Context: an optimization exercise on an open-source flow, tuned for small area and a short achievable clock period. The choices shown serve that exercise and are no tape-out recipe. The RTL of this run was laid out without a check of its function.

==> design/flow/design.v <==
module fa (input logic a, b, c, output logic s, co);
  assign s = a ^ b ^ c;
  assign co = (a & b) | (a & c) | (b & c);
endmodule
module ha (input logic a, b, output logic s, co);
  assign s = a ^ b;
  assign co = a & b;
endmodule
module multiplier (input logic [15:0] x, y, output logic [15:0] p);
  logic b1_1;
  logic b2_2;
  logic bn_3;
  logic xn4;
  logic xn5;
  logic xn6;
  logic xn7;
  logic xn8;
  logic xn9;
  logic xn10;
  logic xn11;
  logic xn12;
  logic xn13;
  logic xn14;
  logic xn15;
  logic xn16;
  logic xn17;
  logic xn18;
  logic xn19;
  logic xn20;
  logic pp21;
  logic pp22;
  logic pp23;
  logic pp24;
  logic pp25;
  logic pp26;
  logic pp27;
  logic pp28;
  logic pp29;
  logic pp30;
  logic pp31;
  logic pp32;
  logic pp33;
  logic pp34;
  logic pp35;
  logic pp36;
  logic pp37;
  logic pp38;
  logic b1_39;
  logic b2_40;
  logic bn_41;
  logic xn42;
  logic xn43;
  logic xn44;
  logic xn45;
  logic xn46;
  logic xn47;
  logic xn48;
  logic xn49;
  logic xn50;
  logic xn51;
  logic xn52;
  logic xn53;
  logic xn54;
  logic xn55;
  logic xn56;
  logic xn57;
  logic xn58;
  logic pp59;
  logic pp60;
  logic pp61;
  logic pp62;
  logic pp63;
  logic pp64;
  logic pp65;
  logic pp66;
  logic pp67;
  logic pp68;
  logic pp69;
  logic pp70;
  logic pp71;
  logic pp72;
  logic pp73;
  logic pp74;
  logic pp75;
  logic pp76;
  logic b1_77;
  logic b2_78;
  logic bn_79;
  logic xn80;
  logic xn81;
  logic xn82;
  logic xn83;
  logic xn84;
  logic xn85;
  logic xn86;
  logic xn87;
  logic xn88;
  logic xn89;
  logic xn90;
  logic xn91;
  logic xn92;
  logic xn93;
  logic xn94;
  logic xn95;
  logic xn96;
  logic pp97;
  logic pp98;
  logic pp99;
  logic pp100;
  logic pp101;
  logic pp102;
  logic pp103;
  logic pp104;
  logic pp105;
  logic pp106;
  logic pp107;
  logic pp108;
  logic pp109;
  logic pp110;
  logic pp111;
  logic pp112;
  logic pp113;
  logic pp114;
  logic b1_115;
  logic b2_116;
  logic bn_117;
  logic xn118;
  logic xn119;
  logic xn120;
  logic xn121;
  logic xn122;
  logic xn123;
  logic xn124;
  logic xn125;
  logic xn126;
  logic xn127;
  logic xn128;
  logic xn129;
  logic xn130;
  logic xn131;
  logic xn132;
  logic xn133;
  logic xn134;
  logic pp135;
  logic pp136;
  logic pp137;
  logic pp138;
  logic pp139;
  logic pp140;
  logic pp141;
  logic pp142;
  logic pp143;
  logic pp144;
  logic pp145;
  logic pp146;
  logic pp147;
  logic pp148;
  logic pp149;
  logic pp150;
  logic pp151;
  logic pp152;
  logic b1_153;
  logic b2_154;
  logic bn_155;
  logic xn156;
  logic xn157;
  logic xn158;
  logic xn159;
  logic xn160;
  logic xn161;
  logic xn162;
  logic xn163;
  logic xn164;
  logic xn165;
  logic xn166;
  logic xn167;
  logic xn168;
  logic xn169;
  logic xn170;
  logic xn171;
  logic xn172;
  logic pp173;
  logic pp174;
  logic pp175;
  logic pp176;
  logic pp177;
  logic pp178;
  logic pp179;
  logic pp180;
  logic pp181;
  logic pp182;
  logic pp183;
  logic pp184;
  logic pp185;
  logic pp186;
  logic pp187;
  logic pp188;
  logic pp189;
  logic pp190;
  logic b1_191;
  logic b2_192;
  logic bn_193;
  logic xn194;
  logic xn195;
  logic xn196;
  logic xn197;
  logic xn198;
  logic xn199;
  logic xn200;
  logic xn201;
  logic xn202;
  logic xn203;
  logic xn204;
  logic xn205;
  logic xn206;
  logic xn207;
  logic xn208;
  logic xn209;
  logic xn210;
  logic pp211;
  logic pp212;
  logic pp213;
  logic pp214;
  logic pp215;
  logic pp216;
  logic pp217;
  logic pp218;
  logic pp219;
  logic pp220;
  logic pp221;
  logic pp222;
  logic pp223;
  logic pp224;
  logic pp225;
  logic pp226;
  logic pp227;
  logic pp228;
  logic b1_229;
  logic b2_230;
  logic bn_231;
  logic xn232;
  logic xn233;
  logic xn234;
  logic xn235;
  logic xn236;
  logic xn237;
  logic xn238;
  logic xn239;
  logic xn240;
  logic xn241;
  logic xn242;
  logic xn243;
  logic xn244;
  logic xn245;
  logic xn246;
  logic xn247;
  logic xn248;
  logic pp249;
  logic pp250;
  logic pp251;
  logic pp252;
  logic pp253;
  logic pp254;
  logic pp255;
  logic pp256;
  logic pp257;
  logic pp258;
  logic pp259;
  logic pp260;
  logic pp261;
  logic pp262;
  logic pp263;
  logic pp264;
  logic pp265;
  logic pp266;
  logic b1_267;
  logic b2_268;
  logic bn_269;
  logic xn270;
  logic xn271;
  logic xn272;
  logic xn273;
  logic xn274;
  logic xn275;
  logic xn276;
  logic xn277;
  logic xn278;
  logic xn279;
  logic xn280;
  logic xn281;
  logic xn282;
  logic xn283;
  logic xn284;
  logic xn285;
  logic xn286;
  logic pp287;
  logic pp288;
  logic pp289;
  logic pp290;
  logic pp291;
  logic pp292;
  logic pp293;
  logic pp294;
  logic pp295;
  logic pp296;
  logic pp297;
  logic pp298;
  logic pp299;
  logic pp300;
  logic pp301;
  logic pp302;
  logic pp303;
  logic pp304;
  logic pp305;
  logic pp306;
  logic pp307;
  logic pp308;
  logic pp309;
  logic pp310;
  logic pp311;
  logic pp312;
  logic pp313;
  logic pp314;
  logic pp315;
  logic pp316;
  logic pp317;
  logic pp318;
  logic pp319;
  logic pp320;
  logic s321;
  logic c322;
  logic s323;
  logic c324;
  logic s325;
  logic c326;
  logic s327;
  logic c328;
  logic s329;
  logic c330;
  logic s331;
  logic c332;
  logic s333;
  logic c334;
  logic s335;
  logic c336;
  logic s337;
  logic c338;
  logic s339;
  logic c340;
  logic s341;
  logic c342;
  logic s343;
  logic c344;
  logic s345;
  logic c346;
  logic s347;
  logic c348;
  logic s349;
  logic c350;
  logic s351;
  logic c352;
  logic s353;
  logic c354;
  logic s355;
  logic c356;
  logic s357;
  logic c358;
  logic s359;
  logic c360;
  logic s361;
  logic c362;
  logic s363;
  logic c364;
  logic s365;
  logic c366;
  logic s367;
  logic c368;
  logic s369;
  logic c370;
  logic s371;
  logic c372;
  logic s373;
  logic c374;
  logic s375;
  logic c376;
  logic s377;
  logic c378;
  logic s379;
  logic c380;
  logic s381;
  logic c382;
  logic s383;
  logic c384;
  logic s385;
  logic c386;
  logic s387;
  logic c388;
  logic s389;
  logic c390;
  logic s391;
  logic c392;
  logic s393;
  logic c394;
  logic s395;
  logic c396;
  logic s397;
  logic c398;
  logic s399;
  logic c400;
  logic s401;
  logic c402;
  logic s403;
  logic c404;
  logic s405;
  logic c406;
  logic s407;
  logic c408;
  logic s409;
  logic c410;
  logic s411;
  logic c412;
  logic s413;
  logic c414;
  logic s415;
  logic c416;
  logic s417;
  logic c418;
  logic s419;
  logic c420;
  logic s421;
  logic c422;
  logic s423;
  logic c424;
  logic s425;
  logic c426;
  logic s427;
  logic c428;
  logic s429;
  logic c430;
  logic s431;
  logic c432;
  logic s433;
  logic c434;
  logic s435;
  logic c436;
  logic s437;
  logic c438;
  logic s439;
  logic c440;
  logic s441;
  logic c442;
  logic s443;
  logic c444;
  logic s445;
  logic c446;
  logic s447;
  logic c448;
  logic s449;
  logic c450;
  logic s451;
  logic c452;
  logic s453;
  logic c454;
  logic s455;
  logic c456;
  logic s457;
  logic c458;
  logic s459;
  logic c460;
  logic s461;
  logic c462;
  logic s463;
  logic c464;
  logic s465;
  logic c466;
  logic s467;
  logic c468;
  logic s469;
  logic c470;
  logic s471;
  logic c472;
  logic s473;
  logic c474;
  logic s475;
  logic c476;
  logic s477;
  logic c478;
  logic s479;
  logic c480;
  logic s481;
  logic c482;
  logic s483;
  logic c484;
  logic s485;
  logic c486;
  logic s487;
  logic c488;
  logic s489;
  logic c490;
  logic s491;
  logic c492;
  logic s493;
  logic c494;
  logic s495;
  logic c496;
  logic s497;
  logic c498;
  logic s499;
  logic c500;
  logic s501;
  logic c502;
  logic s503;
  logic c504;
  logic s505;
  logic c506;
  logic s507;
  logic c508;
  logic s509;
  logic c510;
  logic s511;
  logic c512;
  logic s513;
  logic c514;
  logic s515;
  logic c516;
  logic s517;
  logic c518;
  logic s519;
  logic c520;
  logic s521;
  logic c522;
  logic s523;
  logic c524;
  logic s525;
  logic c526;
  logic s527;
  logic c528;
  logic s529;
  logic c530;
  logic s531;
  logic c532;
  logic s533;
  logic c534;
  logic s535;
  logic c536;
  logic s537;
  logic c538;
  logic s539;
  logic c540;
  logic s541;
  logic c542;
  logic s543;
  logic c544;
  logic s545;
  logic c546;
  logic s547;
  logic c548;
  logic s549;
  logic c550;
  logic s551;
  logic c552;
  logic s553;
  logic c554;
  logic s555;
  logic c556;
  logic s557;
  logic c558;
  logic s559;
  logic c560;
  logic s561;
  logic c562;
  logic s563;
  logic c564;
  logic s565;
  logic c566;
  logic s567;
  logic c568;
  logic s569;
  logic c570;
  logic s571;
  logic c572;
  logic s573;
  logic c574;
  logic s575;
  logic c576;
  logic s577;
  logic c578;
  logic s579;
  logic c580;
  logic s581;
  logic c582;
  logic s583;
  logic c584;
  assign b1_1 = y[0] ^ 1'b0;
  assign b2_2 = (y[1] & ~y[0] & ~1'b0) | (~y[1] & y[0] & 1'b0);
  assign bn_3 = y[1] & ~(y[0] & 1'b0);
  assign xn4 = x[0] ^ bn_3;
  assign xn5 = x[1] ^ bn_3;
  assign xn6 = x[2] ^ bn_3;
  assign xn7 = x[3] ^ bn_3;
  assign xn8 = x[4] ^ bn_3;
  assign xn9 = x[5] ^ bn_3;
  assign xn10 = x[6] ^ bn_3;
  assign xn11 = x[7] ^ bn_3;
  assign xn12 = x[8] ^ bn_3;
  assign xn13 = x[9] ^ bn_3;
  assign xn14 = x[10] ^ bn_3;
  assign xn15 = x[11] ^ bn_3;
  assign xn16 = x[12] ^ bn_3;
  assign xn17 = x[13] ^ bn_3;
  assign xn18 = x[14] ^ bn_3;
  assign xn19 = x[15] ^ bn_3;
  assign xn20 = 1'b0 ^ bn_3;
  assign pp21 = (b1_1 & xn4) | (b2_2 & bn_3);
  assign pp22 = (b1_1 & xn5) | (b2_2 & xn4);
  assign pp23 = (b1_1 & xn6) | (b2_2 & xn5);
  assign pp24 = (b1_1 & xn7) | (b2_2 & xn6);
  assign pp25 = (b1_1 & xn8) | (b2_2 & xn7);
  assign pp26 = (b1_1 & xn9) | (b2_2 & xn8);
  assign pp27 = (b1_1 & xn10) | (b2_2 & xn9);
  assign pp28 = (b1_1 & xn11) | (b2_2 & xn10);
  assign pp29 = (b1_1 & xn12) | (b2_2 & xn11);
  assign pp30 = (b1_1 & xn13) | (b2_2 & xn12);
  assign pp31 = (b1_1 & xn14) | (b2_2 & xn13);
  assign pp32 = (b1_1 & xn15) | (b2_2 & xn14);
  assign pp33 = (b1_1 & xn16) | (b2_2 & xn15);
  assign pp34 = (b1_1 & xn17) | (b2_2 & xn16);
  assign pp35 = (b1_1 & xn18) | (b2_2 & xn17);
  assign pp36 = (b1_1 & xn19) | (b2_2 & xn18);
  assign pp37 = (b1_1 & xn20) | (b2_2 & xn19);
  assign pp38 = ~bn_3;
  assign b1_39 = y[2] ^ y[1];
  assign b2_40 = (y[3] & ~y[2] & ~y[1]) | (~y[3] & y[2] & y[1]);
  assign bn_41 = y[3] & ~(y[2] & y[1]);
  assign xn42 = x[0] ^ bn_41;
  assign xn43 = x[1] ^ bn_41;
  assign xn44 = x[2] ^ bn_41;
  assign xn45 = x[3] ^ bn_41;
  assign xn46 = x[4] ^ bn_41;
  assign xn47 = x[5] ^ bn_41;
  assign xn48 = x[6] ^ bn_41;
  assign xn49 = x[7] ^ bn_41;
  assign xn50 = x[8] ^ bn_41;
  assign xn51 = x[9] ^ bn_41;
  assign xn52 = x[10] ^ bn_41;
  assign xn53 = x[11] ^ bn_41;
  assign xn54 = x[12] ^ bn_41;
  assign xn55 = x[13] ^ bn_41;
  assign xn56 = x[14] ^ bn_41;
  assign xn57 = x[15] ^ bn_41;
  assign xn58 = 1'b0 ^ bn_41;
  assign pp59 = (b1_39 & xn42) | (b2_40 & bn_41);
  assign pp60 = (b1_39 & xn43) | (b2_40 & xn42);
  assign pp61 = (b1_39 & xn44) | (b2_40 & xn43);
  assign pp62 = (b1_39 & xn45) | (b2_40 & xn44);
  assign pp63 = (b1_39 & xn46) | (b2_40 & xn45);
  assign pp64 = (b1_39 & xn47) | (b2_40 & xn46);
  assign pp65 = (b1_39 & xn48) | (b2_40 & xn47);
  assign pp66 = (b1_39 & xn49) | (b2_40 & xn48);
  assign pp67 = (b1_39 & xn50) | (b2_40 & xn49);
  assign pp68 = (b1_39 & xn51) | (b2_40 & xn50);
  assign pp69 = (b1_39 & xn52) | (b2_40 & xn51);
  assign pp70 = (b1_39 & xn53) | (b2_40 & xn52);
  assign pp71 = (b1_39 & xn54) | (b2_40 & xn53);
  assign pp72 = (b1_39 & xn55) | (b2_40 & xn54);
  assign pp73 = (b1_39 & xn56) | (b2_40 & xn55);
  assign pp74 = (b1_39 & xn57) | (b2_40 & xn56);
  assign pp75 = (b1_39 & xn58) | (b2_40 & xn57);
  assign pp76 = ~bn_41;
  assign b1_77 = y[4] ^ y[3];
  assign b2_78 = (y[5] & ~y[4] & ~y[3]) | (~y[5] & y[4] & y[3]);
  assign bn_79 = y[5] & ~(y[4] & y[3]);
  assign xn80 = x[0] ^ bn_79;
  assign xn81 = x[1] ^ bn_79;
  assign xn82 = x[2] ^ bn_79;
  assign xn83 = x[3] ^ bn_79;
  assign xn84 = x[4] ^ bn_79;
  assign xn85 = x[5] ^ bn_79;
  assign xn86 = x[6] ^ bn_79;
  assign xn87 = x[7] ^ bn_79;
  assign xn88 = x[8] ^ bn_79;
  assign xn89 = x[9] ^ bn_79;
  assign xn90 = x[10] ^ bn_79;
  assign xn91 = x[11] ^ bn_79;
  assign xn92 = x[12] ^ bn_79;
  assign xn93 = x[13] ^ bn_79;
  assign xn94 = x[14] ^ bn_79;
  assign xn95 = x[15] ^ bn_79;
  assign xn96 = 1'b0 ^ bn_79;
  assign pp97 = (b1_77 & xn80) | (b2_78 & bn_79);
  assign pp98 = (b1_77 & xn81) | (b2_78 & xn80);
  assign pp99 = (b1_77 & xn82) | (b2_78 & xn81);
  assign pp100 = (b1_77 & xn83) | (b2_78 & xn82);
  assign pp101 = (b1_77 & xn84) | (b2_78 & xn83);
  assign pp102 = (b1_77 & xn85) | (b2_78 & xn84);
  assign pp103 = (b1_77 & xn86) | (b2_78 & xn85);
  assign pp104 = (b1_77 & xn87) | (b2_78 & xn86);
  assign pp105 = (b1_77 & xn88) | (b2_78 & xn87);
  assign pp106 = (b1_77 & xn89) | (b2_78 & xn88);
  assign pp107 = (b1_77 & xn90) | (b2_78 & xn89);
  assign pp108 = (b1_77 & xn91) | (b2_78 & xn90);
  assign pp109 = (b1_77 & xn92) | (b2_78 & xn91);
  assign pp110 = (b1_77 & xn93) | (b2_78 & xn92);
  assign pp111 = (b1_77 & xn94) | (b2_78 & xn93);
  assign pp112 = (b1_77 & xn95) | (b2_78 & xn94);
  assign pp113 = (b1_77 & xn96) | (b2_78 & xn95);
  assign pp114 = ~bn_79;
  assign b1_115 = y[6] ^ y[5];
  assign b2_116 = (y[7] & ~y[6] & ~y[5]) | (~y[7] & y[6] & y[5]);
  assign bn_117 = y[7] & ~(y[6] & y[5]);
  assign xn118 = x[0] ^ bn_117;
  assign xn119 = x[1] ^ bn_117;
  assign xn120 = x[2] ^ bn_117;
  assign xn121 = x[3] ^ bn_117;
  assign xn122 = x[4] ^ bn_117;
  assign xn123 = x[5] ^ bn_117;
  assign xn124 = x[6] ^ bn_117;
  assign xn125 = x[7] ^ bn_117;
  assign xn126 = x[8] ^ bn_117;
  assign xn127 = x[9] ^ bn_117;
  assign xn128 = x[10] ^ bn_117;
  assign xn129 = x[11] ^ bn_117;
  assign xn130 = x[12] ^ bn_117;
  assign xn131 = x[13] ^ bn_117;
  assign xn132 = x[14] ^ bn_117;
  assign xn133 = x[15] ^ bn_117;
  assign xn134 = 1'b0 ^ bn_117;
  assign pp135 = (b1_115 & xn118) | (b2_116 & bn_117);
  assign pp136 = (b1_115 & xn119) | (b2_116 & xn118);
  assign pp137 = (b1_115 & xn120) | (b2_116 & xn119);
  assign pp138 = (b1_115 & xn121) | (b2_116 & xn120);
  assign pp139 = (b1_115 & xn122) | (b2_116 & xn121);
  assign pp140 = (b1_115 & xn123) | (b2_116 & xn122);
  assign pp141 = (b1_115 & xn124) | (b2_116 & xn123);
  assign pp142 = (b1_115 & xn125) | (b2_116 & xn124);
  assign pp143 = (b1_115 & xn126) | (b2_116 & xn125);
  assign pp144 = (b1_115 & xn127) | (b2_116 & xn126);
  assign pp145 = (b1_115 & xn128) | (b2_116 & xn127);
  assign pp146 = (b1_115 & xn129) | (b2_116 & xn128);
  assign pp147 = (b1_115 & xn130) | (b2_116 & xn129);
  assign pp148 = (b1_115 & xn131) | (b2_116 & xn130);
  assign pp149 = (b1_115 & xn132) | (b2_116 & xn131);
  assign pp150 = (b1_115 & xn133) | (b2_116 & xn132);
  assign pp151 = (b1_115 & xn134) | (b2_116 & xn133);
  assign pp152 = ~bn_117;
  assign b1_153 = y[8] ^ y[7];
  assign b2_154 = (y[9] & ~y[8] & ~y[7]) | (~y[9] & y[8] & y[7]);
  assign bn_155 = y[9] & ~(y[8] & y[7]);
  assign xn156 = x[0] ^ bn_155;
  assign xn157 = x[1] ^ bn_155;
  assign xn158 = x[2] ^ bn_155;
  assign xn159 = x[3] ^ bn_155;
  assign xn160 = x[4] ^ bn_155;
  assign xn161 = x[5] ^ bn_155;
  assign xn162 = x[6] ^ bn_155;
  assign xn163 = x[7] ^ bn_155;
  assign xn164 = x[8] ^ bn_155;
  assign xn165 = x[9] ^ bn_155;
  assign xn166 = x[10] ^ bn_155;
  assign xn167 = x[11] ^ bn_155;
  assign xn168 = x[12] ^ bn_155;
  assign xn169 = x[13] ^ bn_155;
  assign xn170 = x[14] ^ bn_155;
  assign xn171 = x[15] ^ bn_155;
  assign xn172 = 1'b0 ^ bn_155;
  assign pp173 = (b1_153 & xn156) | (b2_154 & bn_155);
  assign pp174 = (b1_153 & xn157) | (b2_154 & xn156);
  assign pp175 = (b1_153 & xn158) | (b2_154 & xn157);
  assign pp176 = (b1_153 & xn159) | (b2_154 & xn158);
  assign pp177 = (b1_153 & xn160) | (b2_154 & xn159);
  assign pp178 = (b1_153 & xn161) | (b2_154 & xn160);
  assign pp179 = (b1_153 & xn162) | (b2_154 & xn161);
  assign pp180 = (b1_153 & xn163) | (b2_154 & xn162);
  assign pp181 = (b1_153 & xn164) | (b2_154 & xn163);
  assign pp182 = (b1_153 & xn165) | (b2_154 & xn164);
  assign pp183 = (b1_153 & xn166) | (b2_154 & xn165);
  assign pp184 = (b1_153 & xn167) | (b2_154 & xn166);
  assign pp185 = (b1_153 & xn168) | (b2_154 & xn167);
  assign pp186 = (b1_153 & xn169) | (b2_154 & xn168);
  assign pp187 = (b1_153 & xn170) | (b2_154 & xn169);
  assign pp188 = (b1_153 & xn171) | (b2_154 & xn170);
  assign pp189 = (b1_153 & xn172) | (b2_154 & xn171);
  assign pp190 = ~bn_155;
  assign b1_191 = y[10] ^ y[9];
  assign b2_192 = (y[11] & ~y[10] & ~y[9]) | (~y[11] & y[10] & y[9]);
  assign bn_193 = y[11] & ~(y[10] & y[9]);
  assign xn194 = x[0] ^ bn_193;
  assign xn195 = x[1] ^ bn_193;
  assign xn196 = x[2] ^ bn_193;
  assign xn197 = x[3] ^ bn_193;
  assign xn198 = x[4] ^ bn_193;
  assign xn199 = x[5] ^ bn_193;
  assign xn200 = x[6] ^ bn_193;
  assign xn201 = x[7] ^ bn_193;
  assign xn202 = x[8] ^ bn_193;
  assign xn203 = x[9] ^ bn_193;
  assign xn204 = x[10] ^ bn_193;
  assign xn205 = x[11] ^ bn_193;
  assign xn206 = x[12] ^ bn_193;
  assign xn207 = x[13] ^ bn_193;
  assign xn208 = x[14] ^ bn_193;
  assign xn209 = x[15] ^ bn_193;
  assign xn210 = 1'b0 ^ bn_193;
  assign pp211 = (b1_191 & xn194) | (b2_192 & bn_193);
  assign pp212 = (b1_191 & xn195) | (b2_192 & xn194);
  assign pp213 = (b1_191 & xn196) | (b2_192 & xn195);
  assign pp214 = (b1_191 & xn197) | (b2_192 & xn196);
  assign pp215 = (b1_191 & xn198) | (b2_192 & xn197);
  assign pp216 = (b1_191 & xn199) | (b2_192 & xn198);
  assign pp217 = (b1_191 & xn200) | (b2_192 & xn199);
  assign pp218 = (b1_191 & xn201) | (b2_192 & xn200);
  assign pp219 = (b1_191 & xn202) | (b2_192 & xn201);
  assign pp220 = (b1_191 & xn203) | (b2_192 & xn202);
  assign pp221 = (b1_191 & xn204) | (b2_192 & xn203);
  assign pp222 = (b1_191 & xn205) | (b2_192 & xn204);
  assign pp223 = (b1_191 & xn206) | (b2_192 & xn205);
  assign pp224 = (b1_191 & xn207) | (b2_192 & xn206);
  assign pp225 = (b1_191 & xn208) | (b2_192 & xn207);
  assign pp226 = (b1_191 & xn209) | (b2_192 & xn208);
  assign pp227 = (b1_191 & xn210) | (b2_192 & xn209);
  assign pp228 = ~bn_193;
  assign b1_229 = y[12] ^ y[11];
  assign b2_230 = (y[13] & ~y[12] & ~y[11]) | (~y[13] & y[12] & y[11]);
  assign bn_231 = y[13] & ~(y[12] & y[11]);
  assign xn232 = x[0] ^ bn_231;
  assign xn233 = x[1] ^ bn_231;
  assign xn234 = x[2] ^ bn_231;
  assign xn235 = x[3] ^ bn_231;
  assign xn236 = x[4] ^ bn_231;
  assign xn237 = x[5] ^ bn_231;
  assign xn238 = x[6] ^ bn_231;
  assign xn239 = x[7] ^ bn_231;
  assign xn240 = x[8] ^ bn_231;
  assign xn241 = x[9] ^ bn_231;
  assign xn242 = x[10] ^ bn_231;
  assign xn243 = x[11] ^ bn_231;
  assign xn244 = x[12] ^ bn_231;
  assign xn245 = x[13] ^ bn_231;
  assign xn246 = x[14] ^ bn_231;
  assign xn247 = x[15] ^ bn_231;
  assign xn248 = 1'b0 ^ bn_231;
  assign pp249 = (b1_229 & xn232) | (b2_230 & bn_231);
  assign pp250 = (b1_229 & xn233) | (b2_230 & xn232);
  assign pp251 = (b1_229 & xn234) | (b2_230 & xn233);
  assign pp252 = (b1_229 & xn235) | (b2_230 & xn234);
  assign pp253 = (b1_229 & xn236) | (b2_230 & xn235);
  assign pp254 = (b1_229 & xn237) | (b2_230 & xn236);
  assign pp255 = (b1_229 & xn238) | (b2_230 & xn237);
  assign pp256 = (b1_229 & xn239) | (b2_230 & xn238);
  assign pp257 = (b1_229 & xn240) | (b2_230 & xn239);
  assign pp258 = (b1_229 & xn241) | (b2_230 & xn240);
  assign pp259 = (b1_229 & xn242) | (b2_230 & xn241);
  assign pp260 = (b1_229 & xn243) | (b2_230 & xn242);
  assign pp261 = (b1_229 & xn244) | (b2_230 & xn243);
  assign pp262 = (b1_229 & xn245) | (b2_230 & xn244);
  assign pp263 = (b1_229 & xn246) | (b2_230 & xn245);
  assign pp264 = (b1_229 & xn247) | (b2_230 & xn246);
  assign pp265 = (b1_229 & xn248) | (b2_230 & xn247);
  assign pp266 = ~bn_231;
  assign b1_267 = y[14] ^ y[13];
  assign b2_268 = (y[15] & ~y[14] & ~y[13]) | (~y[15] & y[14] & y[13]);
  assign bn_269 = y[15] & ~(y[14] & y[13]);
  assign xn270 = x[0] ^ bn_269;
  assign xn271 = x[1] ^ bn_269;
  assign xn272 = x[2] ^ bn_269;
  assign xn273 = x[3] ^ bn_269;
  assign xn274 = x[4] ^ bn_269;
  assign xn275 = x[5] ^ bn_269;
  assign xn276 = x[6] ^ bn_269;
  assign xn277 = x[7] ^ bn_269;
  assign xn278 = x[8] ^ bn_269;
  assign xn279 = x[9] ^ bn_269;
  assign xn280 = x[10] ^ bn_269;
  assign xn281 = x[11] ^ bn_269;
  assign xn282 = x[12] ^ bn_269;
  assign xn283 = x[13] ^ bn_269;
  assign xn284 = x[14] ^ bn_269;
  assign xn285 = x[15] ^ bn_269;
  assign xn286 = 1'b0 ^ bn_269;
  assign pp287 = (b1_267 & xn270) | (b2_268 & bn_269);
  assign pp288 = (b1_267 & xn271) | (b2_268 & xn270);
  assign pp289 = (b1_267 & xn272) | (b2_268 & xn271);
  assign pp290 = (b1_267 & xn273) | (b2_268 & xn272);
  assign pp291 = (b1_267 & xn274) | (b2_268 & xn273);
  assign pp292 = (b1_267 & xn275) | (b2_268 & xn274);
  assign pp293 = (b1_267 & xn276) | (b2_268 & xn275);
  assign pp294 = (b1_267 & xn277) | (b2_268 & xn276);
  assign pp295 = (b1_267 & xn278) | (b2_268 & xn277);
  assign pp296 = (b1_267 & xn279) | (b2_268 & xn278);
  assign pp297 = (b1_267 & xn280) | (b2_268 & xn279);
  assign pp298 = (b1_267 & xn281) | (b2_268 & xn280);
  assign pp299 = (b1_267 & xn282) | (b2_268 & xn281);
  assign pp300 = (b1_267 & xn283) | (b2_268 & xn282);
  assign pp301 = (b1_267 & xn284) | (b2_268 & xn283);
  assign pp302 = (b1_267 & xn285) | (b2_268 & xn284);
  assign pp303 = (b1_267 & xn286) | (b2_268 & xn285);
  assign pp304 = ~bn_269;
  assign pp305 = x[0] & y[15];
  assign pp306 = x[1] & y[15];
  assign pp307 = x[2] & y[15];
  assign pp308 = x[3] & y[15];
  assign pp309 = x[4] & y[15];
  assign pp310 = x[5] & y[15];
  assign pp311 = x[6] & y[15];
  assign pp312 = x[7] & y[15];
  assign pp313 = x[8] & y[15];
  assign pp314 = x[9] & y[15];
  assign pp315 = x[10] & y[15];
  assign pp316 = x[11] & y[15];
  assign pp317 = x[12] & y[15];
  assign pp318 = x[13] & y[15];
  assign pp319 = x[14] & y[15];
  assign pp320 = x[15] & y[15];
  ha us321 (.a(bn_193), .b(pp103), .s(s321), .co(c322));
  ha us323 (.a(pp104), .b(pp140), .s(s323), .co(c324));
  fa us325 (.a(bn_231), .b(pp105), .c(pp141), .s(s325), .co(c326));
  ha us327 (.a(pp177), .b(pp213), .s(s327), .co(c328));
  fa us329 (.a(pp106), .b(pp142), .c(pp178), .s(s329), .co(c330));
  ha us331 (.a(pp214), .b(pp250), .s(s331), .co(c332));
  fa us333 (.a(bn_269), .b(pp107), .c(pp143), .s(s333), .co(c334));
  fa us335 (.a(pp179), .b(pp215), .c(pp251), .s(s335), .co(c336));
  ha us337 (.a(pp287), .b(pp35), .s(s337), .co(c338));
  fa us339 (.a(pp108), .b(pp144), .c(pp180), .s(s339), .co(c340));
  fa us341 (.a(pp216), .b(pp252), .c(pp288), .s(s341), .co(c342));
  ha us343 (.a(pp36), .b(pp72), .s(s343), .co(c344));
  fa us345 (.a(pp305), .b(pp109), .c(pp145), .s(s345), .co(c346));
  fa us347 (.a(pp181), .b(pp217), .c(pp253), .s(s347), .co(c348));
  fa us349 (.a(pp289), .b(pp37), .c(pp73), .s(s349), .co(c350));
  fa us351 (.a(pp306), .b(bn_3), .c(pp110), .s(s351), .co(c352));
  fa us353 (.a(pp146), .b(pp182), .c(pp218), .s(s353), .co(c354));
  fa us355 (.a(pp254), .b(pp290), .c(pp74), .s(s355), .co(c356));
  fa us357 (.a(pp307), .b(bn_3), .c(pp111), .s(s357), .co(c358));
  fa us359 (.a(pp147), .b(pp183), .c(pp219), .s(s359), .co(c360));
  fa us361 (.a(pp255), .b(pp291), .c(pp75), .s(s361), .co(c362));
  fa us363 (.a(pp308), .b(pp38), .c(pp76), .s(s363), .co(c364));
  fa us365 (.a(pp112), .b(pp148), .c(pp184), .s(s365), .co(c366));
  fa us367 (.a(pp220), .b(pp256), .c(pp292), .s(s367), .co(c368));
  assign s369 = ~(pp309 ^ pp113);
  assign c370 = pp309 | pp113;
  fa us371 (.a(pp149), .b(pp185), .c(pp221), .s(s371), .co(c372));
  ha us373 (.a(pp257), .b(pp293), .s(s373), .co(c374));
  fa us375 (.a(pp310), .b(pp114), .c(pp150), .s(s375), .co(c376));
  fa us377 (.a(pp186), .b(pp222), .c(pp258), .s(s377), .co(c378));
  assign s379 = ~(pp311 ^ pp151);
  assign c380 = pp311 | pp151;
  ha us381 (.a(pp187), .b(pp223), .s(s381), .co(c382));
  fa us383 (.a(pp312), .b(pp152), .c(pp188), .s(s383), .co(c384));
  assign s385 = ~pp313;
  assign c386 = pp313;
  ha us387 (.a(bn_117), .b(pp135), .s(s387), .co(c388));
  ha us389 (.a(pp100), .b(pp136), .s(s389), .co(c390));
  fa us391 (.a(bn_155), .b(pp101), .c(pp137), .s(s391), .co(c392));
  ha us393 (.a(pp173), .b(pp29), .s(s393), .co(c394));
  fa us395 (.a(pp102), .b(pp138), .c(pp174), .s(s395), .co(c396));
  ha us397 (.a(pp30), .b(pp66), .s(s397), .co(c398));
  fa us399 (.a(pp139), .b(pp175), .c(pp211), .s(s399), .co(c400));
  fa us401 (.a(pp31), .b(pp67), .c(s321), .s(s401), .co(c402));
  fa us403 (.a(pp176), .b(pp212), .c(pp32), .s(s403), .co(c404));
  fa us405 (.a(pp68), .b(c322), .c(s323), .s(s405), .co(c406));
  fa us407 (.a(pp249), .b(pp33), .c(pp69), .s(s407), .co(c408));
  fa us409 (.a(c324), .b(s327), .c(s325), .s(s409), .co(c410));
  fa us411 (.a(pp34), .b(pp70), .c(c328), .s(s411), .co(c412));
  fa us413 (.a(s331), .b(c326), .c(s329), .s(s413), .co(c414));
  fa us415 (.a(pp71), .b(c332), .c(s337), .s(s415), .co(c416));
  fa us417 (.a(c330), .b(s333), .c(s335), .s(s417), .co(c418));
  fa us419 (.a(c338), .b(s343), .c(c334), .s(s419), .co(c420));
  fa us421 (.a(c336), .b(s339), .c(s341), .s(s421), .co(c422));
  fa us423 (.a(c344), .b(c340), .c(c342), .s(s423), .co(c424));
  fa us425 (.a(s345), .b(s347), .c(s349), .s(s425), .co(c426));
  fa us427 (.a(c346), .b(c348), .c(c350), .s(s427), .co(c428));
  fa us429 (.a(s351), .b(s353), .c(s355), .s(s429), .co(c430));
  fa us431 (.a(c352), .b(c354), .c(c356), .s(s431), .co(c432));
  fa us433 (.a(s357), .b(s359), .c(s361), .s(s433), .co(c434));
  fa us435 (.a(s363), .b(c358), .c(c360), .s(s435), .co(c436));
  fa us437 (.a(c362), .b(s365), .c(s367), .s(s437), .co(c438));
  fa us439 (.a(c364), .b(s373), .c(c366), .s(s439), .co(c440));
  fa us441 (.a(c368), .b(s369), .c(s371), .s(s441), .co(c442));
  fa us443 (.a(pp294), .b(c374), .c(c370), .s(s443), .co(c444));
  fa us445 (.a(c372), .b(s375), .c(s377), .s(s445), .co(c446));
  fa us447 (.a(pp259), .b(pp295), .c(s381), .s(s447), .co(c448));
  fa us449 (.a(c376), .b(c378), .c(s379), .s(s449), .co(c450));
  fa us451 (.a(pp224), .b(pp260), .c(pp296), .s(s451), .co(c452));
  fa us453 (.a(c382), .b(c380), .c(s383), .s(s453), .co(c454));
  fa us455 (.a(s385), .b(pp189), .c(pp225), .s(s455), .co(c456));
  fa us457 (.a(pp261), .b(pp297), .c(c384), .s(s457), .co(c458));
  fa us459 (.a(pp314), .b(pp190), .c(c386), .s(s459), .co(c460));
  fa us461 (.a(pp226), .b(pp262), .c(pp298), .s(s461), .co(c462));
  assign s463 = ~(pp315 ^ pp227);
  assign c464 = pp315 | pp227;
  ha us465 (.a(pp263), .b(pp299), .s(s465), .co(c466));
  fa us467 (.a(pp316), .b(pp228), .c(pp264), .s(s467), .co(c468));
  assign s469 = ~pp317;
  assign c470 = pp317;
  ha us471 (.a(bn_79), .b(pp25), .s(s471), .co(c472));
  ha us473 (.a(pp26), .b(pp62), .s(s473), .co(c474));
  fa us475 (.a(pp27), .b(pp63), .c(pp99), .s(s475), .co(c476));
  fa us477 (.a(pp28), .b(pp64), .c(c388), .s(s477), .co(c478));
  fa us479 (.a(pp65), .b(c390), .c(s393), .s(s479), .co(c480));
  fa us481 (.a(c394), .b(s397), .c(c392), .s(s481), .co(c482));
  fa us483 (.a(c398), .b(c396), .c(s399), .s(s483), .co(c484));
  fa us485 (.a(c400), .b(s403), .c(c402), .s(s485), .co(c486));
  fa us487 (.a(c404), .b(s407), .c(c406), .s(s487), .co(c488));
  fa us489 (.a(c408), .b(s411), .c(c410), .s(s489), .co(c490));
  fa us491 (.a(c412), .b(s415), .c(c414), .s(s491), .co(c492));
  fa us493 (.a(c416), .b(c418), .c(s419), .s(s493), .co(c494));
  fa us495 (.a(c420), .b(c422), .c(s423), .s(s495), .co(c496));
  fa us497 (.a(c424), .b(c426), .c(s427), .s(s497), .co(c498));
  fa us499 (.a(c428), .b(c430), .c(s431), .s(s499), .co(c500));
  fa us501 (.a(c432), .b(c434), .c(s435), .s(s501), .co(c502));
  fa us503 (.a(c436), .b(c438), .c(s439), .s(s503), .co(c504));
  fa us505 (.a(c440), .b(c442), .c(s443), .s(s505), .co(c506));
  fa us507 (.a(s447), .b(c444), .c(c446), .s(s507), .co(c508));
  fa us509 (.a(s451), .b(c448), .c(c450), .s(s509), .co(c510));
  fa us511 (.a(c452), .b(s455), .c(c454), .s(s511), .co(c512));
  fa us513 (.a(s459), .b(c456), .c(s461), .s(s513), .co(c514));
  fa us515 (.a(c460), .b(s465), .c(c462), .s(s515), .co(c516));
  fa us517 (.a(pp300), .b(c466), .c(c464), .s(s517), .co(c518));
  fa us519 (.a(s469), .b(pp265), .c(pp301), .s(s519), .co(c520));
  fa us521 (.a(pp318), .b(pp266), .c(c470), .s(s521), .co(c522));
  assign s523 = ~pp319;
  assign c524 = pp319;
  ha us525 (.a(bn_41), .b(pp23), .s(s525), .co(c526));
  ha us527 (.a(pp24), .b(pp60), .s(s527), .co(c528));
  fa us529 (.a(pp61), .b(pp97), .c(s471), .s(s529), .co(c530));
  fa us531 (.a(pp98), .b(c472), .c(s473), .s(s531), .co(c532));
  fa us533 (.a(c474), .b(s387), .c(s475), .s(s533), .co(c534));
  fa us535 (.a(s389), .b(c476), .c(s477), .s(s535), .co(c536));
  fa us537 (.a(s391), .b(c478), .c(s479), .s(s537), .co(c538));
  fa us539 (.a(s395), .b(c480), .c(s481), .s(s539), .co(c540));
  fa us541 (.a(s401), .b(c482), .c(s483), .s(s541), .co(c542));
  fa us543 (.a(s405), .b(c484), .c(s485), .s(s543), .co(c544));
  fa us545 (.a(s409), .b(c486), .c(s487), .s(s545), .co(c546));
  fa us547 (.a(s413), .b(c488), .c(s489), .s(s547), .co(c548));
  fa us549 (.a(s417), .b(c490), .c(s491), .s(s549), .co(c550));
  fa us551 (.a(s421), .b(c492), .c(s493), .s(s551), .co(c552));
  fa us553 (.a(s425), .b(c494), .c(s495), .s(s553), .co(c554));
  fa us555 (.a(s429), .b(c496), .c(s497), .s(s555), .co(c556));
  fa us557 (.a(s433), .b(c498), .c(s499), .s(s557), .co(c558));
  fa us559 (.a(s437), .b(c500), .c(s501), .s(s559), .co(c560));
  fa us561 (.a(s441), .b(c502), .c(s503), .s(s561), .co(c562));
  fa us563 (.a(s445), .b(c504), .c(s505), .s(s563), .co(c564));
  fa us565 (.a(s449), .b(c506), .c(s507), .s(s565), .co(c566));
  fa us567 (.a(s453), .b(c508), .c(s509), .s(s567), .co(c568));
  fa us569 (.a(s457), .b(c510), .c(s511), .s(s569), .co(c570));
  fa us571 (.a(c458), .b(s513), .c(c512), .s(s571), .co(c572));
  fa us573 (.a(s463), .b(c514), .c(s515), .s(s573), .co(c574));
  fa us575 (.a(s467), .b(c516), .c(s517), .s(s575), .co(c576));
  fa us577 (.a(c468), .b(s519), .c(c518), .s(s577), .co(c578));
  fa us579 (.a(pp302), .b(s521), .c(c520), .s(s579), .co(c580));
  fa us581 (.a(s523), .b(pp303), .c(c522), .s(s581), .co(c582));
  fa us583 (.a(pp320), .b(pp304), .c(c524), .s(s583), .co(c584));
  logic [31:0] ra, rb, sum;
  assign ra = {s583, s581, s579, s577, c574, s573, c570, c568, c566, c564, c562, c560, c558, c556, c554, c552, c550, c548, c546, c544, c542, c540, c538, c536, c534, c532, c530, c528, c526, pp59, pp22, bn_3};
  assign rb = {c582, c580, c578, c576, s575, c572, s571, s569, s567, s565, s563, s561, s559, s557, s555, s553, s551, s549, s547, s545, s543, s541, s539, s537, s535, s533, s531, s529, s527, s525, 1'b0, pp21};
  logic [31:0] g0, p0;
  assign g0 = ra & rb;
  assign p0 = ra ^ rb;
  logic gg1_1, pp1_1;
  assign gg1_1 = g0[1] | (p0[1] & g0[0]);
  assign pp1_1 = p0[1] & p0[0];
  logic gg1_3, pp1_3;
  assign gg1_3 = g0[3] | (p0[3] & g0[2]);
  assign pp1_3 = p0[3] & p0[2];
  logic gg1_5, pp1_5;
  assign gg1_5 = g0[5] | (p0[5] & g0[4]);
  assign pp1_5 = p0[5] & p0[4];
  logic gg1_7, pp1_7;
  assign gg1_7 = g0[7] | (p0[7] & g0[6]);
  assign pp1_7 = p0[7] & p0[6];
  logic gg1_9, pp1_9;
  assign gg1_9 = g0[9] | (p0[9] & g0[8]);
  assign pp1_9 = p0[9] & p0[8];
  logic gg1_11, pp1_11;
  assign gg1_11 = g0[11] | (p0[11] & g0[10]);
  assign pp1_11 = p0[11] & p0[10];
  logic gg1_13, pp1_13;
  assign gg1_13 = g0[13] | (p0[13] & g0[12]);
  assign pp1_13 = p0[13] & p0[12];
  logic gg1_15, pp1_15;
  assign gg1_15 = g0[15] | (p0[15] & g0[14]);
  assign pp1_15 = p0[15] & p0[14];
  logic gg1_17, pp1_17;
  assign gg1_17 = g0[17] | (p0[17] & g0[16]);
  assign pp1_17 = p0[17] & p0[16];
  logic gg1_19, pp1_19;
  assign gg1_19 = g0[19] | (p0[19] & g0[18]);
  assign pp1_19 = p0[19] & p0[18];
  logic gg1_21, pp1_21;
  assign gg1_21 = g0[21] | (p0[21] & g0[20]);
  assign pp1_21 = p0[21] & p0[20];
  logic gg1_23, pp1_23;
  assign gg1_23 = g0[23] | (p0[23] & g0[22]);
  assign pp1_23 = p0[23] & p0[22];
  logic gg1_25, pp1_25;
  assign gg1_25 = g0[25] | (p0[25] & g0[24]);
  assign pp1_25 = p0[25] & p0[24];
  logic gg1_27, pp1_27;
  assign gg1_27 = g0[27] | (p0[27] & g0[26]);
  assign pp1_27 = p0[27] & p0[26];
  logic gg1_29, pp1_29;
  assign gg1_29 = g0[29] | (p0[29] & g0[28]);
  assign pp1_29 = p0[29] & p0[28];
  logic gg1_31, pp1_31;
  assign gg1_31 = g0[31] | (p0[31] & g0[30]);
  assign pp1_31 = p0[31] & p0[30];
  logic gg2_3, pp2_3;
  assign gg2_3 = gg1_3 | (pp1_3 & gg1_1);
  assign pp2_3 = pp1_3 & pp1_1;
  logic gg2_7, pp2_7;
  assign gg2_7 = gg1_7 | (pp1_7 & gg1_5);
  assign pp2_7 = pp1_7 & pp1_5;
  logic gg2_11, pp2_11;
  assign gg2_11 = gg1_11 | (pp1_11 & gg1_9);
  assign pp2_11 = pp1_11 & pp1_9;
  logic gg2_15, pp2_15;
  assign gg2_15 = gg1_15 | (pp1_15 & gg1_13);
  assign pp2_15 = pp1_15 & pp1_13;
  logic gg2_19, pp2_19;
  assign gg2_19 = gg1_19 | (pp1_19 & gg1_17);
  assign pp2_19 = pp1_19 & pp1_17;
  logic gg2_23, pp2_23;
  assign gg2_23 = gg1_23 | (pp1_23 & gg1_21);
  assign pp2_23 = pp1_23 & pp1_21;
  logic gg2_27, pp2_27;
  assign gg2_27 = gg1_27 | (pp1_27 & gg1_25);
  assign pp2_27 = pp1_27 & pp1_25;
  logic gg2_31, pp2_31;
  assign gg2_31 = gg1_31 | (pp1_31 & gg1_29);
  assign pp2_31 = pp1_31 & pp1_29;
  logic gg3_7, pp3_7;
  assign gg3_7 = gg2_7 | (pp2_7 & gg2_3);
  assign pp3_7 = pp2_7 & pp2_3;
  logic gg3_15, pp3_15;
  assign gg3_15 = gg2_15 | (pp2_15 & gg2_11);
  assign pp3_15 = pp2_15 & pp2_11;
  logic gg3_23, pp3_23;
  assign gg3_23 = gg2_23 | (pp2_23 & gg2_19);
  assign pp3_23 = pp2_23 & pp2_19;
  logic gg3_31, pp3_31;
  assign gg3_31 = gg2_31 | (pp2_31 & gg2_27);
  assign pp3_31 = pp2_31 & pp2_27;
  logic gg4_15, pp4_15;
  assign gg4_15 = gg3_15 | (pp3_15 & gg3_7);
  assign pp4_15 = pp3_15 & pp3_7;
  logic gg4_31, pp4_31;
  assign gg4_31 = gg3_31 | (pp3_31 & gg3_23);
  assign pp4_31 = pp3_31 & pp3_23;
  logic gg5_31, pp5_31;
  assign gg5_31 = gg4_31 | (pp4_31 & gg4_15);
  assign pp5_31 = pp4_31 & pp4_15;
  logic gg7_23, pp7_23;
  assign gg7_23 = gg3_23 | (pp3_23 & gg4_15);
  assign pp7_23 = pp3_23 & pp4_15;
  logic gg8_11, pp8_11;
  assign gg8_11 = gg2_11 | (pp2_11 & gg3_7);
  assign pp8_11 = pp2_11 & pp3_7;
  logic gg8_19, pp8_19;
  assign gg8_19 = gg2_19 | (pp2_19 & gg4_15);
  assign pp8_19 = pp2_19 & pp4_15;
  logic gg8_27, pp8_27;
  assign gg8_27 = gg2_27 | (pp2_27 & gg7_23);
  assign pp8_27 = pp2_27 & pp7_23;
  logic gg9_5, pp9_5;
  assign gg9_5 = gg1_5 | (pp1_5 & gg2_3);
  assign pp9_5 = pp1_5 & pp2_3;
  logic gg9_9, pp9_9;
  assign gg9_9 = gg1_9 | (pp1_9 & gg3_7);
  assign pp9_9 = pp1_9 & pp3_7;
  logic gg9_13, pp9_13;
  assign gg9_13 = gg1_13 | (pp1_13 & gg8_11);
  assign pp9_13 = pp1_13 & pp8_11;
  logic gg9_17, pp9_17;
  assign gg9_17 = gg1_17 | (pp1_17 & gg4_15);
  assign pp9_17 = pp1_17 & pp4_15;
  logic gg9_21, pp9_21;
  assign gg9_21 = gg1_21 | (pp1_21 & gg8_19);
  assign pp9_21 = pp1_21 & pp8_19;
  logic gg9_25, pp9_25;
  assign gg9_25 = gg1_25 | (pp1_25 & gg7_23);
  assign pp9_25 = pp1_25 & pp7_23;
  logic gg9_29, pp9_29;
  assign gg9_29 = gg1_29 | (pp1_29 & gg8_27);
  assign pp9_29 = pp1_29 & pp8_27;
  logic gg10_2, pp10_2;
  assign gg10_2 = g0[2] | (p0[2] & gg1_1);
  assign pp10_2 = p0[2] & pp1_1;
  logic gg10_4, pp10_4;
  assign gg10_4 = g0[4] | (p0[4] & gg2_3);
  assign pp10_4 = p0[4] & pp2_3;
  logic gg10_6, pp10_6;
  assign gg10_6 = g0[6] | (p0[6] & gg9_5);
  assign pp10_6 = p0[6] & pp9_5;
  logic gg10_8, pp10_8;
  assign gg10_8 = g0[8] | (p0[8] & gg3_7);
  assign pp10_8 = p0[8] & pp3_7;
  logic gg10_10, pp10_10;
  assign gg10_10 = g0[10] | (p0[10] & gg9_9);
  assign pp10_10 = p0[10] & pp9_9;
  logic gg10_12, pp10_12;
  assign gg10_12 = g0[12] | (p0[12] & gg8_11);
  assign pp10_12 = p0[12] & pp8_11;
  logic gg10_14, pp10_14;
  assign gg10_14 = g0[14] | (p0[14] & gg9_13);
  assign pp10_14 = p0[14] & pp9_13;
  logic gg10_16, pp10_16;
  assign gg10_16 = g0[16] | (p0[16] & gg4_15);
  assign pp10_16 = p0[16] & pp4_15;
  logic gg10_18, pp10_18;
  assign gg10_18 = g0[18] | (p0[18] & gg9_17);
  assign pp10_18 = p0[18] & pp9_17;
  logic gg10_20, pp10_20;
  assign gg10_20 = g0[20] | (p0[20] & gg8_19);
  assign pp10_20 = p0[20] & pp8_19;
  logic gg10_22, pp10_22;
  assign gg10_22 = g0[22] | (p0[22] & gg9_21);
  assign pp10_22 = p0[22] & pp9_21;
  logic gg10_24, pp10_24;
  assign gg10_24 = g0[24] | (p0[24] & gg7_23);
  assign pp10_24 = p0[24] & pp7_23;
  logic gg10_26, pp10_26;
  assign gg10_26 = g0[26] | (p0[26] & gg9_25);
  assign pp10_26 = p0[26] & pp9_25;
  logic gg10_28, pp10_28;
  assign gg10_28 = g0[28] | (p0[28] & gg8_27);
  assign pp10_28 = p0[28] & pp8_27;
  logic gg10_30, pp10_30;
  assign gg10_30 = g0[30] | (p0[30] & gg9_29);
  assign pp10_30 = p0[30] & pp9_29;
  assign sum[0] = p0[0];
  assign sum[31:1] = p0[31:1] ^ {gg10_30, gg9_29, gg10_28, gg8_27, gg10_26, gg9_25, gg10_24, gg7_23, gg10_22, gg9_21, gg10_20, gg8_19, gg10_18, gg9_17, gg10_16, gg4_15, gg10_14, gg9_13, gg10_12, gg8_11, gg10_10, gg9_9, gg10_8, gg3_7, gg10_6, gg9_5, gg10_4, gg2_3, gg10_2, gg1_1, g0[0]};
  assign p = sum[30:15];
endmodule
module divider (input logic [15:0] N,D,IA0,IA1,IA2,IA3,
                input logic clk, reset, kSave, nSave, dSave, kNextSel,
                input logic [1:0] muxSelB,
                output logic [15:0] quotient, remainder);
  logic [15:0] n, d, k, left, right, p;
  logic s0, s1, s2, s3, sk;
  assign s0 = kNextSel & (D[14:13] == 2'd0);
  assign s1 = kNextSel & (D[14:13] == 2'd1);
  assign s2 = kNextSel & (D[14:13] == 2'd2);
  assign s3 = kNextSel & (D[14:13] == 2'd3);
  assign sk = ~kNextSel;
  assign left = ({16{s0}} & IA0) | ({16{s1}} & IA1) | ({16{s2}} & IA2) | ({16{s3}} & IA3)
              | ({16{sk}} & k);
  always_comb
    case (muxSelB)
      2'd0: right = N;
      2'd1: right = D;
      2'd2: right = n;
      default: right = d;
    endcase
  multiplier mult(.x(left), .y(right), .p(p));
  always_ff @(posedge clk) begin
    if (nSave | reset) n <= p & {16{~reset}};
    if (dSave | reset) d <= p & {16{~reset}};
    if (kSave | reset) k <= ~(p | {16{reset}});
    if (nSave | reset) quotient <= n & {16{~reset}};
  end
  assign remainder = 16'b0;
endmodule
==> design/flow/flow/run.sh <==
#!/bin/bash
# Own layout flow: the standard flow (standard.sh) with these changes:
#  - synthesis keeps the full-adder and half-adder modules (fa, ha) as their own modules so
#    each becomes one sky130 fa/ha cell, and extracts adders only inside them (not in the rest
#    of the logic, e.g. the final carry-lookahead adder); the netlist is then flattened and
#    renamed exactly as the standard synthesis script does;
#  - the remaining logic is mapped with flow/abc.script (ABC map with area recovery, no
#    buffering or sizing: the layout's repair sizes cells with real wire loads);
#  - port buffers are small buf cells instead of the default delay-buffer cell;
#  - timing repair aims for extra setup margin (SETUP_SLACK_MARGIN).
set -euo pipefail
W=$PWD
export SYNTH_KEEP_MODULES="fa ha"
export BUFFER_PORTS_ARGS="-buffer_cell sky130_fd_sc_hd__buf_1"
export ABC_AREA=1
export SETUP_SLACK_MARGIN=8.6
sed 's#^  extract_fa {\*}\[dont_use_extract_fa_args\]$#  extract_fa {*}[dont_use_extract_fa_args] fa ha#' \
  "$FLOW_HOME/scripts/synth.tcl" > "$W/synth_mod.tcl"
grep -q 'extract_fa {\*}\[dont_use_extract_fa_args\] fa ha' "$W/synth_mod.tcl"
# abc: our own mapping script (flow/abc.script) in place of ORFS's
sed -i 's#^  log_cmd abc {\*}\$abc_args$#  set abc_args [lreplace $abc_args 1 1 $::env(OWN_ABC_SCRIPT)]\n&#' "$W/synth_mod.tcl"
grep -q 'OWN_ABC_SCRIPT' "$W/synth_mod.tcl"
export OWN_ABC_SCRIPT="$W/flow/abc.script"
sed "s#\$::env(SCRIPTS_DIR)/synth.tcl#$W/synth_mod.tcl#" "$W/synth_recipe.tcl" > "$W/own_synth.tcl"
grep -q "source $W/synth_mod.tcl" "$W/own_synth.tcl"
sed "s#SYNTH_SCRIPT=[^ ]*#SYNTH_SCRIPT=$W/own_synth.tcl#" "$W/standard.sh" > "$W/own_standard.sh"
grep -q "SYNTH_SCRIPT=$W/own_synth.tcl" "$W/own_standard.sh"
bash "$W/own_standard.sh" > "$W/standard_flow.log" 2>&1
==> design/flow/flow/abc.script <==
strash
dch
map -B 0.9
topo
stime -c
==> design/flow/standard.sh <==
#!/bin/bash
# synth_recipe.tcl (not shown) runs the flow's synth.tcl, then flattens the netlist and writes it again
# the make line also repeats each setting of config.mk as NAME=value (left out here)
make -C /OpenROAD-flow-scripts/flow DESIGN_CONFIG=/design/flow/config.mk WORK_HOME=/design/flow/orfs CLKGATE_MAP_FILE= SYNTH_SCRIPT=/design/flow/synth_recipe.tcl "${@:-finish}"
==> design/flow/config.mk <==
export PLATFORM = sky130hd
export DESIGN_NAME = divider
export DESIGN_NICKNAME = divider
export VERILOG_FILES = /design/flow/design.v
export SDC_FILE = /design/flow/constraint.sdc
export NUM_CORES = 4
export LEC_CHECK = 0
export CAP_MARGIN = 20
export CORE_MARGIN = 2
export CORE_UTILIZATION = 40
export CTS_BUF_LIST = sky130_fd_sc_hd__clkbuf_8
export SLEW_MARGIN = 20
==> design/flow/constraint.sdc <==
create_clock -name core_clock -period 18.0 [get_ports {clk}]
set_input_delay 3.6000 -clock core_clock [delete_from_list [all_inputs] [get_ports {clk}]]
set_output_delay 3.6000 -clock core_clock [all_outputs]
set_load 0.01 [all_outputs]
==> results.py <==
metrics = {
    "status": {
        "status": "finished clean",
    },
    "drt": {
        "routed_via_density": 5.54,
        "vias": 8562,
        "ant_nets": 0,
        "drtIter0Drc": 615,
        "drt_pass1_iterations": 5,
        "wl_met2_mm": 14.8,
        "highest_layer": "met5",
        "wl_met1_mm": 12.1,
        "wire_per_inst_um": 18.9,
        "drt_wl_total_mm": 29.3,
        "drc": 0,
        "met3_length_mm": 1.74,
    },
    "synth": {
        "yosys-top-cells-area": "fa_1 (24%), edfxtp_1 (21%), xor2_1 (12%)",
        "synth_top_cell_by_area": "fa_1",
        "synth_edf_count": 64,
        "synth_cells": 1063,
        "ys_warn_count": 1,
        "async_flop_share": 0,
        "ys_seq_area_frac": 0.213,
        "synth_most_common_cell": "nand2_1",
        "synth_top_area_share": 0.239,
        "ys_types": 29,
        "ys.flop_type": "edfxtp_1",
        "avgSynthCellArea_sq_um": 8.50,
        "yosys-top-cells-count": "nand2_1 (151), nor2_1 (140), clkinv_1 (133), o22ai_1 (133), xor2_1 (121)",
        "synth_area_sq_um": 9040,
        "ys_ff_latch": 64,
    },
    "timing": {
        "slew_viol_final": 0,
        "layout_min_cycle_time_ns": 9.01,
        "slew_headroom": 0.441,
        "clock.fmax_ghz": 0.111,
        "finalCritPeriodShare": 0.500,
        "finClkSkew_ns": 0.0169,
        "tns_ns": 0,
        "setup_ws_ns": 8.99,
        "finalHoldViolations": 0,
        "rsz0062_at_grt": "no",
        "setup_viol": 0,
        "worst_pin_slew_ns": 0.838,
    },
    "global_route": {
        "grt-ovfl-total": 0,
        "grtUsageTotal": 0.243,
        "antenna_found_initial": 1,
        "grt_max_degree": 51,
        "grt_pass1_wl_mm": 44.7,
        "grt_pass1_vias": 8360,
    },
    "clocking": {
        "clk_pin_slew_ns": 0.08,
        "postCtsHoldBufs": 0,
        "cts.sinks": 64,
        "htree_levels": 3,
        "cts_buffers": 9,
        "clockBufferDepth": 2,
        "cts_root_buf": "clkbuf_8",
        "clock_latency_ns": 0.35,
        "cts_tree": "yes",
    },
    "worst_setup_path": {
        "critical_path.max_fanout": 15,
        "slowest_stage": "fa_1",
        "worstSetupEndpointType": "register",
        "critPathLaunchType": "input port",
        "cp_slowest_stage_delay_ns": 0.53,
        "crit_type": "in -> reg",
        "critical_path_required_ns": 18.09,
        "arrival_ns": 9.10,
        "cpMostUsedCell": "nand2_1",
    },
    "die": {
        "core_sq_um": 22400,
        "die_h_um": 154,
        "start_util": 0.403,
        "dieArea_sq_um": 23800,
        "rows": 55,
        "pin_count": 136,
        "die_width_um": 154,
    },
    "place": {
        "dpl_cell_area_sq_um": 10000,
        "place_hpwl_mm": 22.1,
        "gp_congestion": 0.901,
        "place_ws_ns": 7.14,
        "numPortBuffers": 119,
    },
    "final_layout": {
        "layout.nets": 1485,
        "final_core_util": 0.491,
        "final_layout_size_suffix_gt1_frac": 0.140,
        "diodes": 0,
        "areaGrowthSynthToFinish_pct": 22.0,
        "postLayoutCellArea_sq_um": 11000,
    },
    "job": {
        "cap_violations": 0,
    },
    "worst_hold_path": {
        "hold_class": "reg -> reg",
    },
}
==> through the flow <==
stage	hold slack, ns	cells
final	0.599	1546
after global routing	0.630	1546
after CTS	0.602	1515
after detailed placement	0.586	1484
after global placement	0.572	1484
after floorplan	0.551	1078
==> worst max-delay path, delay by kind of cell <==
family / cells / cell delay, ns
AOI/OAI and AO/OA: 5 / 0.71
xor gates and xnor gates: 1 / 0.17
adders and majority gates: 4 / 1.92
buffers and inverters: 8 / 1.10
and+or+nand+nor: 16 / 1.58
==> per-module statistics from Yosys, one instance, submodules excluded <==
module   cells inside  cell area, sq um
ha                  1              12.5
fa                  1              20.0
divider           938              6660
==> final timing paths <==
kind                   start                    end  slack [ns]  cells past startpoint
max               muxSelB[0]        k[15]$_DFFE_PP_        8.99                     34
min           n[6]$_DFFE_PP_  quotient[6]$_DFFE_PP_        0.60                      2
max reg2reg  n[12]$_DFFE_PP_        k[15]$_DFFE_PP_       12.34                     29
min reg2reg   n[6]$_DFFE_PP_  quotient[6]$_DFFE_PP_        0.60                      2
==> area by class of cell <==
cell class,count,area (sq um)
well taps,285,357
multi-input cells,866,6870
fillers,2158,11400
clock inverters,7,119
clock buffers,9,124
repair buffers,182,1020
inverters,133,614
flip-flops and latches,64,1920
==> repair_timing <==
item                       CTS  global route
buffers inserted            15            30
pin swaps                    1             7
gates resized for setup     35            63
gates cloned                 0             1
setup endpoints to repair   48            42
==> routing by layer <==
metal | track usage | vias up
li1 | - | 4035
met1 | 0.315 | 4138
met2 | 0.424 | 340
met3 | 0.0387 | 47
met4 | 0.0661 | 2
met5 | 0 | -
==> cells in the final DEF (no fill, tap or decap), types with 40 or more instances in the layout <==
cell type,n
edfxtp_1,64
nor2_1,126
buf_4,55
buf_1,113
nand2_1,142
xor2_1,121
nand3_1,40
o22ai_1,129
fa_1,108
clkinv_1,119
==> cell families after synthesis <==
kind of cell             count (synthesis)  synth area share
AO/OA/AOI/OAI                          231             0.164
XOR/XNOR                               135             0.131
buffers and inverters                  149            0.0685
flip-flops                              64             0.213
other                                    1          0.000415
AND/OR/NAND/NOR                        358             0.161
adder cells (fa/ha/maj)                125             0.263
==> state kept, by name, summed over array words and instances, names as in the netlist <==
register  flops
d            16
k            16
n            16
quotient     16

-- separate check: timing with driven ports --
Ports are ideal in the flow. The routed layout listed here was re-timed in OpenROAD.
Step 1 sets driving cells, clkbuf_16 on the clock port and buf_2 on the other inputs (assumed; they add their load-dependent delay and slew).
Step 2 adds t to the input delays and takes it off the output delays; t is the mean of the earliest and latest rising clock arrival at the registers after step 1. Input paths then give back, and output paths get back, about the clock's delay inside the block.
a / b / c = ideal ports / drivers / drivers and shift; a / b = the first two.
shift t [ns]: 0.381
slack for setup (ns): 8.992 / 8.989 / 8.608
hold slack, ns: 0.599 / 0.599 / 0.599
worst data-port slew with drivers (ns): 0.07
After both steps setup and hold are still met in this run. For this run, drivers alone change the setup slack by -0.003 ns; drivers and shift together by -0.384 ns.
